Source: an optimization exercise on an open RTL-to-GDS flow (aim: small area, a short achievable clock period and few clock cycles). Production flows keep margins and buffers that such runs may drop.
In this exercise RTL edits were held to simulation tests only and were not proved equivalent to the original.
No activity file was given, so power comes from the tool's default toggle rates.

==> flow/design.v (outline; a module is shown in full before it is edited, if it fits) <==
// module fir_mul: 1007 lines
// module fir_booth: 19 lines
// module ahb_lite_fir_filter: 166 lines
module ahb_lite_fir_filter
(
  input  wire        clk,
  input  wire        n_rst,
  input  wire        hsel,
  input  wire [3:0]  haddr,
  input  wire        hsize,
  input  wire [1:0]  htrans,
  input  wire        hwrite,
  input  wire [15:0] hwdata,
  output reg  [15:0] hrdata,
  output reg         hresp
);
  // ...
==> flow/flow/run.sh <==
#!/bin/bash
set -uo pipefail
export SETUP_SLACK_MARGIN=6.0
export BUFFER_PORTS_ARGS="-buffer_cell sky130_fd_sc_hd__buf_2"
export CTS_ARGS="-sink_clustering_enable -repair_clock_nets -sink_clustering_size 25 -sink_clustering_max_diameter 80 -buf_list sky130_fd_sc_hd__clkbuf_16 -dont_use_dummy_load"
R=orfs/results/sky130hd/ahb_lite_fir_filter/base
bash standard.sh synth > synth.log 2>&1 || exit 1
cp $R/1_2_yosys.v synth_netlist.v
python3 flow/polfa.py synth_netlist.v $R/1_2_yosys.v > polfa.log 2>&1 || exit 1
rm -f $R/1_synth.odb $R/1_synth.sdc
bash standard.sh > standard.log 2>&1
==> flow/flow/polfa.py <==
#!/usr/bin/env python3
"""Remove inverters around full adders in a Yosys gate netlist.

A full adder on complemented inputs gives complemented outputs:
FA(~a, ~b, ~c) = (~s, ~co). So each sky130 fa cell may be "flipped": it then
carries the complement of its original logical values, with no change to the
cell. This script picks flips that minimise the inverters needed between full
adders (and between full adders and other cells), removes the inverters next
to full adders and re-inserts only the ones still needed. An xor2/xnor2 whose
every consumer wants its complement is swapped to the other type instead.
The netlist's function is unchanged; no flip-flop is touched.

usage: polfa.py in.v out.v
"""
import re
import sys
import random
from collections import defaultdict

OUTS = {"X", "Y", "Q", "Q_N", "SUM", "COUT", "HI", "LO"}
P = "sky130_fd_sc_hd__"

src = open(sys.argv[1]).read()
inst_re = re.compile(r"^(\s*)(" + P + r"\w+)\s+(\S+)\s*\((.*?)\);\n", re.S | re.M)
pin_re = re.compile(r"\.(\w+)\(([^()]*)\)")

insts = {}      # name -> [type, {pin: raw net}]
order = []
spans = {}
for m in inst_re.finditer(src):
    typ, name, body = m.group(2), m.group(3), m.group(4)
    pins = {p: n for p, n in pin_re.findall(body)}
    insts[name] = [typ, pins]
    order.append(name)
    spans[name] = (m.start(), m.end())


def key(raw):
    return raw.strip()


drv = {}
loads = defaultdict(list)   # net -> [(inst, pin)]
for name, (typ, pins) in insts.items():
    for p, n in pins.items():
        k = key(n)
        if p in OUTS:
            drv[k] = (name, p)
        else:
            loads[k].append((name, p))

# nets that are module ports must not lose their driver: find port names
ports = set()
for m in re.finditer(r"^\s*(?:input|output)\s+(?:\[[^\]]*\]\s*)?(\S+);", src, re.M):
    ports.add(m.group(1))


def is_port(k):
    base = k.split("[")[0].lstrip("\\")
    return base in ports or k in ports


def ctype(name):
    return insts[name][0][len(P):]


fas = [n for n in order if ctype(n).startswith("fa_")]
faset = set(fas)


def is_inv(name):
    t = ctype(name)
    return t.startswith("inv_") or t.startswith("clkinv_")


# scope inverters: input driven by a full adder, or every load a full adder input
scope = set()
for name in order:
    if not is_inv(name):
        continue
    a = key(insts[name][1]["A"])
    y = key(insts[name][1]["Y"])
    if is_port(y) or is_port(a):
        continue
    d = drv.get(a)
    ls = loads[y]
    if (d and d[0] in faset) or (ls and all(l[0] in faset for l in ls)):
        scope.add(name)

# follow scope inverters back to a source: net -> (source net, parity)
def source(k):
    p = 0
    seen = 0
    while True:
        d = drv.get(k)
        if d and d[0] in scope:
            k = key(insts[d[0]][1]["A"])
            p ^= 1
            seen += 1
            if seen > 10:
                raise SystemExit("inverter loop")
        else:
            return k, p


# consumers: (consumer inst, pin, needed logical = source ^ parity)
# collect demands for every source net of interest
demands = defaultdict(list)   # src net -> [(inst, pin, parity)]
for name in order:
    if name in scope:
        continue
    for p, n in insts[name][1].items():
        if p in OUTS:
            continue
        k = key(n)
        s, par = source(k)
        d = drv.get(k)
        if (d and d[0] in scope) or (name in faset) or (drv.get(s) and drv[s][0] in faset):
            demands[s].append((name, p, par))
# port nets / loads outside instances: a scope inverter driving a port is excluded above

srcs = list(demands)


def src_flip(s, f):
    d = drv.get(s)
    if d and d[0] in faset:
        return f[d[0]]
    return 0


def swappable(s):
    d = drv.get(s)
    if d is None or ctype(d[0]).split("_")[0] not in ("xor2", "xnor2") or is_port(s):
        return False
    # every load of s must be a demand (or a removed inverter)
    dem = set((i, p) for i, p, _ in demands[s])
    return all(l in dem or l[0] in scope for l in loads[s])


def cost(f):
    c = 0
    for s in srcs:
        fs = src_flip(s, f)
        need = [par ^ fs ^ (f[i] if i in faset else 0) for i, _, par in demands[s]]
        if any(need):
            if all(need) and swappable(s):
                continue
            c += 1
    return c


f = {n: 0 for n in fas}
best = cost(f)
start_cost = best
touch = defaultdict(set)
for s in srcs:
    d = drv.get(s)
    if d and d[0] in faset:
        touch[d[0]].add(s)
    for i, _, _ in demands[s]:
        if i in faset:
            touch[i].add(s)


def local(s, f):
    fs = src_flip(s, f)
    need = [par ^ fs ^ (f[i] if i in faset else 0) for i, _, par in demands[s]]
    if any(need):
        if all(need) and swappable(s):
            return 0
        return 1
    return 0


rng = random.Random(1)
cur = dict(f)
curc = best
for rnd in range(40):
    improved = True
    while improved:
        improved = False
        for n in fas:
            before = sum(local(s, cur) for s in touch[n])
            cur[n] ^= 1
            after = sum(local(s, cur) for s in touch[n])
            if after < before:
                curc += after - before
                improved = True
            else:
                cur[n] ^= 1
    if curc < best:
        best, f = curc, dict(cur)
    # perturb
    cur = dict(f)
    curc = best
    for n in rng.sample(fas, max(1, len(fas) // 10)):
        before = sum(local(s, cur) for s in touch[n])
        cur[n] ^= 1
        curc += sum(local(s, cur) for s in touch[n]) - before

sys.stderr.write(f"polfa: {len(fas)} full adders, {len(scope)} inverters in scope, "
                 f"cost {start_cost} -> {best}, flipped {sum(f.values())}\n")

# ---- rebuild ----
newwires = []
newinst = []
rename = {}   # (inst, pin) -> raw net
swap = set()
cnt = 0
for s in srcs:
    fs = src_flip(s, f)
    need = [(i, p, par ^ fs ^ (f[i] if i in faset else 0)) for i, p, par in demands[s]]
    raw_s = s + (" " if s.startswith("\\") else "")
    if any(n for _, _, n in need) and all(n for _, _, n in need) and swappable(s):
        swap.add(drv[s][0])
        for i, p, _ in need:
            rename[(i, p)] = raw_s
        continue
    inv_net = None
    for i, p, n in need:
        if n:
            if inv_net is None:
                cnt += 1
                inv_net = f"_polinv{cnt}_"
                newwires.append(f"  wire {inv_net};\n")
                newinst.append(f"  {P}inv_1 _polinvc{cnt}_ (\n    .A({raw_s}),\n    .Y({inv_net})\n  );\n")
            rename[(i, p)] = inv_net
        else:
            rename[(i, p)] = raw_s

out = []
pos = 0
for name in order:
    a, b = spans[name]
    out.append(src[pos:a])
    pos = b
    if name in scope:
        continue
    typ, pins = insts[name]
    if name in swap:
        t = ctype(name)
        if t.startswith("xnor2"):
            typ = P + t.replace("xnor2", "xor2")
            pins = {("X" if p == "Y" else p): n for p, n in pins.items()}
        else:
            typ = P + t.replace("xor2", "xnor2")
            pins = {("Y" if p == "X" else p): n for p, n in pins.items()}
    body = ",\n".join(f"    .{p}({rename.get((name, p), n)})" for p, n in pins.items())
    out.append(f"  {typ} {name} (\n{body}\n  );\n")
rest = src[pos:]
text = "".join(out)
# declare new wires after the last existing wire declaration
idx = text.rfind("  wire ")
idx = text.index("\n", idx) + 1
text = text[:idx] + "".join(newwires) + text[idx:]
rest = "".join(newinst) + rest
open(sys.argv[2], "w").write(text + rest)
==> flow/standard.sh <==
#!/bin/bash
# synth_recipe.tcl (not shown) runs the flow's synth.tcl, then flattens the netlist and writes it again
# the make line also repeats each setting of config.mk as NAME=value (left out here)
make -C /OpenROAD-flow-scripts/flow DESIGN_CONFIG=/design/flow/config.mk WORK_HOME=/design/flow/orfs CLKGATE_MAP_FILE= SYNTH_SCRIPT=/design/flow/synth_recipe.tcl "${@:-finish}"
==> flow/config.mk <==
export PLATFORM = sky130hd
export DESIGN_NAME = ahb_lite_fir_filter
export DESIGN_NICKNAME = ahb_lite_fir_filter
export VERILOG_FILES = /design/flow/design.v
export SDC_FILE = /design/flow/constraint.sdc
export NUM_CORES = 4
export LEC_CHECK = 0
export CAP_MARGIN = 20
export CORE_MARGIN = 2
export CORE_UTILIZATION = 70
export CTS_BUF_LIST = sky130_fd_sc_hd__clkbuf_16
export CTS_CLUSTER_DIAMETER = 80
export CTS_CLUSTER_SIZE = 25
export GPL_TIMING_DRIVEN = 0
export SLEW_MARGIN = 20
==> flow/constraint.sdc <==
create_clock -name core_clock -period 11.0 [get_ports {clk}]
set_input_delay 2.2000 -clock core_clock [delete_from_list [all_inputs] [get_ports {clk}]]
set_output_delay 2.2000 -clock core_clock [all_outputs]
set_load 0.01 [all_outputs]
==> run notes, run 1 <==
* Run status: complete, no violations
- The congestion estimate from routability-driven global placement came to 0.978.
- In the routed layout, each cell is associated on average with a via count of 6.59.
- Biggest cell delay along the critical path: 0.54 ns
- The worst pin sits at a relative slew slack of 0.372.
* Share of total power in the clock network: 0.278
* Area used by sequential logic in the layout: 7570 um2
* CP Capture Point: mr[15]$_DFF_P_
* Setup fix buffers added after clock tree synthesis: 12
* Reg with most FFs: acc
* Non-clock buffering overhead in the final layout: 0.0702
- Launch point of the worst hold path: s_c1$_DFF_PN0_
- Data required time at the worst endpoint: 11.38 ns
* Internal portion of total power: 1.59 mW
- Setup repair after global routing could not meet its margin everywhere.
- In the finished design the tool counted flip-flops and latches totalling 298.
- Clock Latency Late Sink: 0.52 ns
- Top library cells by usage in the layout, fill and taps aside: 171 x a22oi_1, 137 x xnor2_1, 126 x dfrtp_1
- Hold timing on the final database bottoms out at a slack of 0.384 ns.
- 1111 cells are multi-input combinational gates.
- The layout has 16 clock buffers.
- The via count of the first global-routing pass was 13400.
* Fraction of the cycle the final worst path needs: 0.459
- Detailed routing placed a total of 4130 um of wire on met3.
- Total count of max-transition violations in the final report: 0
* Total congestion overflow: 0
- Non-Clock Inverter Count: 76
- Mapped Cells: 1608
* Number of standard cells in the final layout excluding fillers: 2028
- The cell family contributing the most delay on the critical path is adder cells.
Testbench counts, summed over its fixed seeds: cycles 4,104.
==> run 2: changes to the inputs <==
--- a/flow/config.mk
+++ b/flow/config.mk
@@ -11,5 +11,5 @@
 export CTS_BUF_LIST = sky130_fd_sc_hd__clkbuf_16
 export CTS_CLUSTER_DIAMETER = 80
 export CTS_CLUSTER_SIZE = 25
-export GPL_TIMING_DRIVEN = 0
 export SLEW_MARGIN = 20
+export TNS_END_PERCENT = 20
==> run notes, run 2 <==
* Data required time at the worst endpoint: 8.80 ns (-2.58 ns)
* Count of standard-cell rows: 58
- Netlist Area Pre-Place: 18100 um2
- Via count of the routed design: 12400
- Transition time at the pin with the least slew margin: 0.903 ns
- WL per Instance: 22.8 um
- Fraction of the cycle the final worst path needs: 0.455 (-0.00383)
* Wire length of the first global-routing pass: 68900 um
- R2R depth: 16
- Clock Latency Late Sink: 0.51 ns (about the same)
- In this run the vertical extent of the chip is 165 um.
- STA classifies the critical path endpoint as a primary output.
- The number of antenna diodes in the final layout is 0.
- Setup violations remaining at the end of the flow were counted as 0.
- CTS H-tree lvls: 1
- The clock arrives with 0.0469 ns of skew.
- Reported leakage power: 8.20 nW
- The initial utilization of the core area, before any placement, comes to 0.717.
- Capturing point of the worst reg2reg path: mr[15]$_DFF_P_
- The die is 165 um wide.
- The min-delay analysis places its worst path in the category flop to flop.
- Maximum buffer depth of the clock tree: 3
- Run status: complete, no violations
- The filler cells instantiated in the layout total 1778.
* Ports placed on the boundary: 44
* Number of nets in the layout: 1781
* Antenna violations before repair: 0
- The first routing iteration left 1204 violations.
- acc holds more flip-flops than any other register.
- Total count of max-transition violations in the final report: 0 (unchanged)
* Area of the placeable core: 25300 um2
- Relative to the synthesized area, the layout overhead comes to 5.92%.
- Post-Place Setup Slack: 5.39 ns
* RD Place Congestion: 0.909 (-7.1%)
* Average cell area after synthesis: 11.3 um2
- Overall routing resource usage: 0.331
- Pin count of the biggest net entering global routing: 51
* Worst-case vdd ir drop: 0.000136 V
- Total half-perimeter wirelength after legalization and detailed placement: 31600 um
- WP data arrival: 2.80 ns
- Category of the critical setup timing path: input pin to primary output
- For this block, the routed nets add up to 43400 um of wire.
* CP Launch Type: input pin
- Clock tree from TritonCTS: built
- Setup total negative slack on the finished layout was measured at 0 ns.
- Max-cap violations in this run came to 0.
* Slack of the worst reg-to-reg path: 6.16 ns
- Number of buffers inserted during clock tree synthesis: 16
- Utilization after layout: 0.759
- The overflow left after global routing came to 0 (unchanged).
- The count of nets left with antenna violations once routing finished came out at 0.
* Syn. warnings: 1
- Derived from the worst setup path, the maximum achievable clock frequency is 200 MHz.
- The number of hold violations in the final report was 0.
- Mapped Cells: 1608 (unchanged)
- Area used by sequential logic in the layout: 7680 um2 (+1.4%)
- Max_slew headroom: 0.396 (+0.0233)
- The die covers 27200 um2.
- The register with the most flip-flops in the layout has 18 of them.
- Area taken by multi-input logic gates: 9940 um2
- The via count normalized by instance count is 6.53 (-0.82%).
* Root buf cell: clkbuf_16
- The critical path starts at haddr[2].
- Vias in the first global route: 12400 (-6.9%)
- The startpoint identified for the worst register-to-register timing path is btwo[1]$_DFF_P_.
- Unrepaired setup endpoints after global routing: true
- The worst hold path passes through 0 cells.
- Pwr/cell area: 110 nW/um2
- Port bufs: 43
- The most critical setup path has its endpoint at hresp.
- TritonRoute pass-1 iters: 6
- The clock net in this run drives a total of 298 sinks.
- Net Count, Synth: 1813
- Clock-pin slew was measured on the worst setup and hold paths at 0.10 ns.
- Final Worst Setup Slack: 6.00 ns
* DRC violations left: 0
- The library cell used most frequently in the layout, excluding fill and tap cells, is a22oi_1.
- CP max FO: 10
- Leaving out fill and tap cells, the most frequent cells in the layout are 178 x a22oi_1, 138 x xnor2_1, 126 x dfrtp_1.
* Crit path time final: 5.00 ns
- Total power for the finished layout comes to 2.11 mW.
* Layout cell share with drive strength beyond 1: 0.161
==> run 2: final cells by class <==
class | count | share of cell area
well taps | 330 | 0.0215
clock buffers | 16 | 0.0209
multi-input cells | 1111 | 0.519
repair buffers | 73 | 0.0234
inverters | 76 | 0.0151
flip-flops and latches | 298 | 0.400
==> run 2: critical path: stages <==
cell and delay, ns:
clkbuf_4 0.17, nor2_4 0.10, nand2_1 0.07, a21oi_2 0.13, buf_2 0.14
==> run 2: per-layer routing <==
metal,global-route usage,part of all wire,vias to the layer above
met5,0,0,-
met4,0.102,0.031,0
met3,0.0417,0.069,110
met2,0.541,0.48,538
met1,0.470,0.42,6194
li1,-,-,5598
==> run 2: worst min path at each step <==
stage,from,to,slack [ns]
floorplan,s_c1$_DFF_PN0_,s_c2$_DFF_PN0_,0.36
global placement,s_c1$_DFF_PN0_,s_c2$_DFF_PN0_,0.40
detailed placement,s_c1$_DFF_PN0_,s_c2$_DFF_PN0_,0.40
CTS,s_c1$_DFF_PN0_,s_c2$_DFF_PN0_,0.39
global route,s_c1$_DFF_PN0_,s_c2$_DFF_PN0_,0.42
finish,s_c1$_DFF_PN0_,s_c2$_DFF_PN0_,0.40
==> run 2: per-stage QoR <==
step           std cells  cell area, um2  hold WS [ns]
2_1_floorplan       1608           18100         0.359
5_1_grt             1904           19200         0.419
4_1_cts             1889           18900         0.387
6_report            1904           19200         0.396
3_5_place_dp        1873           18400         0.398
3_3_place_gp        1873           18400         0.400
==> run 2: what timing repair did <==
item / in CTS / in global routing
endpoints found under the setup margin: 17 / 16
buffers inserted: 0 / 15
pin swaps: 1 / 17
gates resized for setup: 56 / 47
hold buffers: 0 / 0
==> run 2: report_power, final <==
group | total [mW] | switching (mW) | internal [mW]
clock | 0.586 | 0.325 | 0.261
sequential | 1.23 | 0.0463 | 1.19
combinational | 0.291 | 0.164 | 0.127
total | 2.11 | 0.535 | 1.57
==> run 3: changes to the inputs <==
--- a/flow/config.mk
+++ b/flow/config.mk
@@ -12,4 +12,3 @@
 export CTS_CLUSTER_DIAMETER = 80
 export CTS_CLUSTER_SIZE = 25
 export SLEW_MARGIN = 20
-export TNS_END_PERCENT = 20
==> run notes, run 3 <==
* Number of standard cells in the final layout excluding fillers: 1901 (-0.16%)
- Utilization after layout: 0.758 (-0.000991)
- The pin slew with the least headroom to its limit is 1.04 ns (+0.137 ns).
- The worst slew margin relative to its limit came to 0.306 (-0.0897).
* Vias/cell: 6.57 (+0.58%)
- Count of routing violations after the opening detailed-route iteration: 1041 (-14%)
* Category of the critical setup timing path: input pin to primary output
- Area added between synthesis and finish: 5.79%
* Post-Place Setup Slack: 5.40 ns (+0.0128 ns)
* Hold Path Depth: 0 (unchanged)
* Top library cells by usage in the layout, fill and taps aside: 177 x a22oi_1, 138 x xnor2_1, 126 x dfrtp_1
* Data required time at the worst endpoint: 8.80 ns (about the same)
- The final worst setup slack came to 6.02 ns (+0.0272 ns).
- In this run the critical register-to-register path is launched from ma[0]$_DFF_P_.
- The number of endpoints failing setup at the final stage came to 0 (unchanged).
- The full die area was 27200 um2 (unchanged).
- The clock tree skew after final layout came to 0.0442 ns (-0.00270 ns).
- Average cell area after synthesis: 11.3 um2 (unchanged)
- The count of port buffers added during placement was 43 (unchanged).
- Antenna diodes: 0 (unchanged)
- Wire length of the first global-routing pass: 69400 um (+0.82%)
- The number of warning messages in the yosys log is 1 (unchanged).
* Cells after DPL: 1871 (-0.11%)
- TritonCTS built the clock tree.
- Capturing point of the worst reg2reg path: mr[15]$_DFF_P_
- The count of max-cap constraint violations was 0 (unchanged).
- Overall power after layout: 2.11 mW (+0.18%)
- The detail-routed net length per standard cell was 23.2 um (+1.9%).
- Vias in the first global route: 12400 (-0.14%)
* Total half-perimeter wirelength after legalization and detailed placement: 32000 um (+1.2%)
* Design area: 19100 um2 (-0.13%)
* Top delay family on crit path: buffers and inverters
* Reported leakage power: 8.18 nW (-0.20%)
- The final wirelength is 44200 um (+1.8%).
- Fraction of the cycle the final worst path needs: 0.452 (-0.00247)
* Clock Latency Late Sink: 0.50 ns (about the same)
- The worst ir drop on vdd came to 0.000128 V (-5.3%).
* Post-route setup TNS: 0 ns (unchanged)
- The site row count is 58 (unchanged).
- Overall routing resource usage: 0.336 (+0.00434)
* Launching instance or port of the critical path: htrans[0]
- RD Place Congestion: 0.894 (-1.6%)
- The library cell used most frequently in the layout, excluding fill and tap cells, is a22oi_1.
* Reg with most FFs: acc
* Total congestion overflow: 0 (unchanged)
* Area of the placeable core: 25300 um2 (unchanged)
- The maximum single-stage delay on the critical path is 0.22 ns (+0.05 ns).
- The post-synthesis cell count came to 1608 (unchanged).
- The final hold slack is 0.405 ns (+0.00894 ns).
* Highest attainable clock frequency: 201 MHz (+0.55%)
* CTS Sinks: 298 (unchanged)
- The clock edge transition at the registers on the reported setup and hold paths is 0.09 ns (about the same).
- The post-place instance area came to 18400 um2 (about the same).
- Unrepaired setup endpoints after global routing: true
- The worst hold path belongs to the class flop to flop.
* Number of nets in the layout: 1778 (-0.17%)
- The post-route antenna net violation count was 0 (unchanged).
* DIE HEIGHT: 165 um (unchanged)
- The detailed-route via count was 12500 (+0.43%).
- Traced cell by cell, the critical path runs through buf_6, nand3b_1, a21oi_2, buf_2.
- Antenna violations before repair: 1 (+1)
- Pin count of the biggest net entering global routing: 72 (+41%)
- Largest register FFs: 18 (unchanged)
- Maximum buffer depth of the clock tree: 3 (unchanged)
- The residual DRC count was 0 (unchanged).
* Netlist Area Pre-Place: 18100 um2 (unchanged)
- The number of primary I/O pins was 44 (unchanged).
* Run status: complete, no violations
- Layout cell share with drive strength beyond 1: 0.158 (-0.00287)
- The depth of the worst register-to-register path was 15 (-1).
* Pwr/cell area: 110 nW/um2 (+0.32%)
- Library cell contributing the largest single delay on the critical path: nand3b_1
- Number of buffers inserted during clock tree synthesis: 16 (unchanged)
- Final count of hold timing violations: 0 (unchanged)
* CP Launch Type: input pin
- Buffer and inverter count on the worst path: 2 (unchanged)
- The cell sitting at the root of the clock tree is a clkbuf_16.
- The shortest period the worst path allows is 4.98 ns (-0.0272 ns).
- Worst Hold Endpoint: s_c2$_DFF_PN0_
- In this run the most critical hold path is launched from s_c1$_DFF_PN0_.
- The worst-path maximum fanout is 4 (-6).
- CTS H-tree lvls: 1 (unchanged)
- The worst endpoint data arrival time was 2.78 ns (-0.02 ns).
- The worst setup path is captured at a primary output.
* Die width: 165 um (unchanged)
- Net Count, Synth: 1813 (unchanged)
- Total count of max-transition violations in the final report: 0 (unchanged)
* TritonRoute pass-1 iters: 6 (unchanged)
* Initial cell density of the core: 0.717 (unchanged)
- The worst reg-to-reg setup slack was 6.13 ns (-0.03 ns).
-- run 3: power by group --
part	total (mW)	leakage [nW]	switching (mW)	internal, mW
logic	0.296	4.80	0.167	0.129
clock network	0.584	0.197	0.323	0.261
registers	1.23	3.18	0.0459	1.19
-- run 3: area by class of cell --
type | count | area [um2]
multi-input cells | 1111 | 9930
fillers | 1734 | 6110
repair buffers | 70 | 454
flip-flops and latches | 298 | 7660
clock buffers | 16 | 400
inverters | 76 | 288
well taps | 330 | 413
-- run 3: repair_timing --
| action | 4_1_cts | 5_1_grt |
|---|---|---|
| setup endpoints to repair | 18 | 13 |
| buffers inserted | 0 | 14 |
| resized for setup | 60 | 37 |
| pin swaps | 1 | 14 |
| hold buffers | 0 | 0 |
-- run 3: how the worst max path moves through the flow --
stage | end | depth (start not counted)
finish | hresp | 4
global route | hrdata[8] | 10
CTS | mr[15]$_DFF_P_ | 16
detailed placement | mr[15]$_DFF_P_ | 15
global placement | mr[15]$_DFF_P_ | 15
floorplan | hresp | 3
-- run 3: worst register-to-register path, cell delays in order (launching register included) --
cell and delay [ns]:
dfxtp_1 0.82, nand2_1 0.18, xnor2_1 0.30, ha_1 0.31
fa_1 0.51, fa_1 0.46, ha_1 0.33, a21o_1 0.16
a21oi_1 0.13, nor2b_1 0.08, a2111oi_4 0.53, a211oi_2 0.21
o21ai_2 0.20, nand3_2 0.12, and3_1 0.21, a311oi_2 0.24
-- run 3: routing by layer --
layer	vias up	GRT usage	wire length [um]
li1	5579	-	-
met1	6243	0.465	18300
met2	555	0.551	21200
met3	114	0.0429	3110
met4	2	0.120	1540
met5	-	0	13
==> run 4: changes to the inputs <==
--- a/flow/config.mk
+++ b/flow/config.mk
@@ -5,10 +5,10 @@
 export SDC_FILE = /design/flow/constraint.sdc
 export NUM_CORES = 4
 export LEC_CHECK = 0
-export CAP_MARGIN = 20
+export CAP_MARGIN = 0
 export CORE_MARGIN = 2
 export CORE_UTILIZATION = 70
 export CTS_BUF_LIST = sky130_fd_sc_hd__clkbuf_16
 export CTS_CLUSTER_DIAMETER = 80
 export CTS_CLUSTER_SIZE = 25
-export SLEW_MARGIN = 20
+export SLEW_MARGIN = 0
==> run notes, run 4 <==
- Antenna diodes: 0 (unchanged)
* Ports placed on the boundary: 44 (unchanged)
- The total power of the final layout came to 2.11 mW (unchanged).
- Post-route antenna net violation count: 0 (unchanged)
* Pwr/cell area: 110 nW/um2 (unchanged)
* Mapped Cells: 1608 (unchanged)
* Clock Latency Late Sink: 0.50 ns (about the same)
* Max-capacitance violation count: 0 (unchanged)
- The flow ran to the end and the layout has no timing, DRC or antenna violations.
- Netlist Area Pre-Place: 18100 um2 (unchanged)
- The worst reg-to-reg setup slack came to 6.13 ns (about the same).
* Number of buffers inserted during clock tree synthesis: 16 (unchanged)
- Data required time at the worst endpoint: 8.80 ns (about the same)
- The number of antenna violations at the first check in global routing is 1 (unchanged).
- DIE HEIGHT: 165 um (unchanged)
* Reg-to-reg critical path startpoint: ma[0]$_DFF_P_
- Vias in the first global route: 12400 (unchanged)
- The worst register-to-register path ends at mr[15]$_DFF_P_.
* Final Worst Setup Slack: 6.02 ns (unchanged)
- The global router's overall resource usage was 0.336 (unchanged).
- The worst setup path is captured at a primary output.
* RD Place Congestion: 0.894 (unchanged)
- The period utilization came to 0.452 (unchanged).
- Worst Hold Endpoint: s_c2$_DFF_PN0_
- The worst setup path is launched from an input pin.
* Post-Place Setup Slack: 5.40 ns (unchanged)
- The core footprint was 25300 um2 (unchanged).
- Cts hold-fix bufs: 0 (unchanged)
- The initial cell density of the core came to 0.717 (unchanged).
* WP data arrival: 2.78 ns (about the same)
- Hold Path Depth: 0 (unchanged)
- The shortest period the worst path allows came to 4.98 ns (unchanged).
- Root buf cell: clkbuf_16
* Worst-case vdd ir drop: 0.000128 V (unchanged)
* Clock transition at the register clock pins on the worst setup and hold paths after CTS: 0.09 ns (about the same)
* Largest register FFs: 18 (unchanged)
- Die width: 165 um (unchanged)
- The final net count was 1778 (unchanged).
- The via count normalized by instance count came to 6.57 (unchanged).
* Net Count, Synth: 1813 (unchanged)
* Worst clock skew on the final layout: 0.0442 ns (unchanged)
- The pin slew with the least headroom to its limit is 1.04 ns (unchanged).
* Launch point of the worst hold path: s_c1$_DFF_PN0_
- Layout cell share with drive strength beyond 1: 0.158 (unchanged)
- Min-Delay Path Class: flop to flop
- The most critical setup path has its startpoint at htrans[0].
- TritonCTS built the clock tree.
- The HPWL after detailed placement is 32000 um (unchanged).
* Reported leakage power: 8.18 nW (unchanged)
- Total count of max-transition violations in the final report: 0 (unchanged)
* Average cell area after synthesis: 11.3 um2 (unchanged)
- The worst slew margin relative to its limit was 0.306 (unchanged).
- The overflow left after global routing came to 0 (unchanged).
* CTS H-tree lvls: 1 (unchanged)
- Setup repair after global routing could not meet its margin everywhere.
- The full die area was 27200 um2 (unchanged).
- The final hold slack was 0.405 ns (unchanged).
* Port bufs: 43 (unchanged)
- Count of standard-cell rows: 58 (unchanged)
- Total setup violations reported at the end of the flow: 0 (unchanged)
- The highest clock frequency the design can meet is 201 MHz (unchanged).
- Area added between synthesis and finish: 5.79% (unchanged)
* CP max FO: 4 (unchanged)
* R2R depth: 15 (unchanged)
* Wire length reported by the detailed router: 44200 um (unchanged)
- Reg with most FFs: acc
- The critical path in this run is classified as input pin to primary output.
- The count of TritonRoute iterations in the first routing pass is 6 (unchanged).
* DRC violations left: 0 (unchanged)
* Maximum buffer depth of the clock tree: 3 (unchanged)
- Count of routing violations after the opening detailed-route iteration: 1041 (unchanged)
- The maximum number of pins on one net before global-route repair was 72 (unchanged).
- WL per Instance: 23.2 um (unchanged)
- Wire length of the first global-routing pass: 69400 um (unchanged)
- The clock sink count was 298 (unchanged).
- Final count of hold timing violations: 0 (unchanged)
- Post-route setup TNS: 0 ns (unchanged)
* Top library cells by usage in the layout, fill and taps aside: 177 x a22oi_1, 138 x xnor2_1, 126 x dfrtp_1
* Via count of the routed design: 12500 (unchanged)
* Syn. warnings: 1 (unchanged)
- The library cell used most frequently in the layout, excluding fill and tap cells, is a22oi_1.
run 4: metrics by stage:
step	cells	utilization	cell area [um2]
2_1_floorplan	1608	-	18100
3_3_place_gp	1871	0.728	18400
3_5_place_dp	1871	0.728	18400
4_1_cts	1887	0.748	18900
5_1_grt	1901	0.758	19100
6_report	1901	0.758	19100
run 4: worst max path at each step:
stage                           to  depth (start not counted)
floorplan                    hresp                          3
global placement    mr[15]$_DFF_P_                         15
detailed placement  mr[15]$_DFF_P_                         15
CTS                 mr[15]$_DFF_P_                         16
global route             hrdata[8]                         10
finish                       hresp                          4
run 4: area by class of cell:
| type | count | area [um2] |
|---|---|---|
| clock buffer | 16 | 400 |
| sequential | 298 | 7660 |
| tap | 330 | 413 |
| timing repair buffer | 70 | 454 |
| inverter | 76 | 288 |
| multi-input combinational | 1111 | 9930 |
| fill | 1734 | 6110 |
run 4: where the power goes:
| group | internal, mW | switching [mW] | leakage (nW) |
|---|---|---|---|
| registers | 1.19 | 0.0459 | 3.18 |
| logic | 0.129 | 0.167 | 4.80 |
| clock network | 0.261 | 0.323 | 0.197 |
| total | 1.58 | 0.536 | 8.18 |
run 4: routing by layer:
| layer | vias up | share of wire | GRT usage |
|---|---|---|---|
| li1 | 5579 | - | - |
| met1 | 6243 | 0.42 | 0.465 |
| met2 | 555 | 0.48 | 0.551 |
| met5 | - | 0.00029 | 0 |
| met4 | 2 | 0.035 | 0.120 |
| met3 | 114 | 0.070 | 0.0429 |
run 4: what timing repair did:
item,in CTS,in global routing
setup buffers,0,14
endpoints found under the setup margin,18,13
pin swaps,1,14
resized for setup,60,37
run 4: critical path, cell delays in order:
cell and delay, ns:
buf_6 0.09, nand3b_1 0.22, a21oi_2 0.14, buf_2 0.14

static timing again, ports no longer ideal:
The flow's constraints put no driver on any port. The routed layouts listed below were extracted and timed again, unchanged, in two steps. Step 1: set_driving_cell puts a clkbuf_16 on clk and a buf_2 on each other input, an assumption about the parent block. Step 2 also shifts input and output timing later by t, the mid clock arrival at the registers, as if the neighbouring blocks saw the same clock. Three values: no drivers, after step 1, after step 2; two values: the first two.
run	t, ns	setup slack, ns	cell pins on the clock port's net
run 1	0.543	5.955 / 5.930 / 5.930	1
run 2	0.538	5.997 / 5.977 / 5.977	1
run 3	0.527	6.025 / 5.993 / 5.993	1
run 4	0.527	6.025 / 5.993 / 5.993	1
After both steps setup and hold are still met in every run listed.
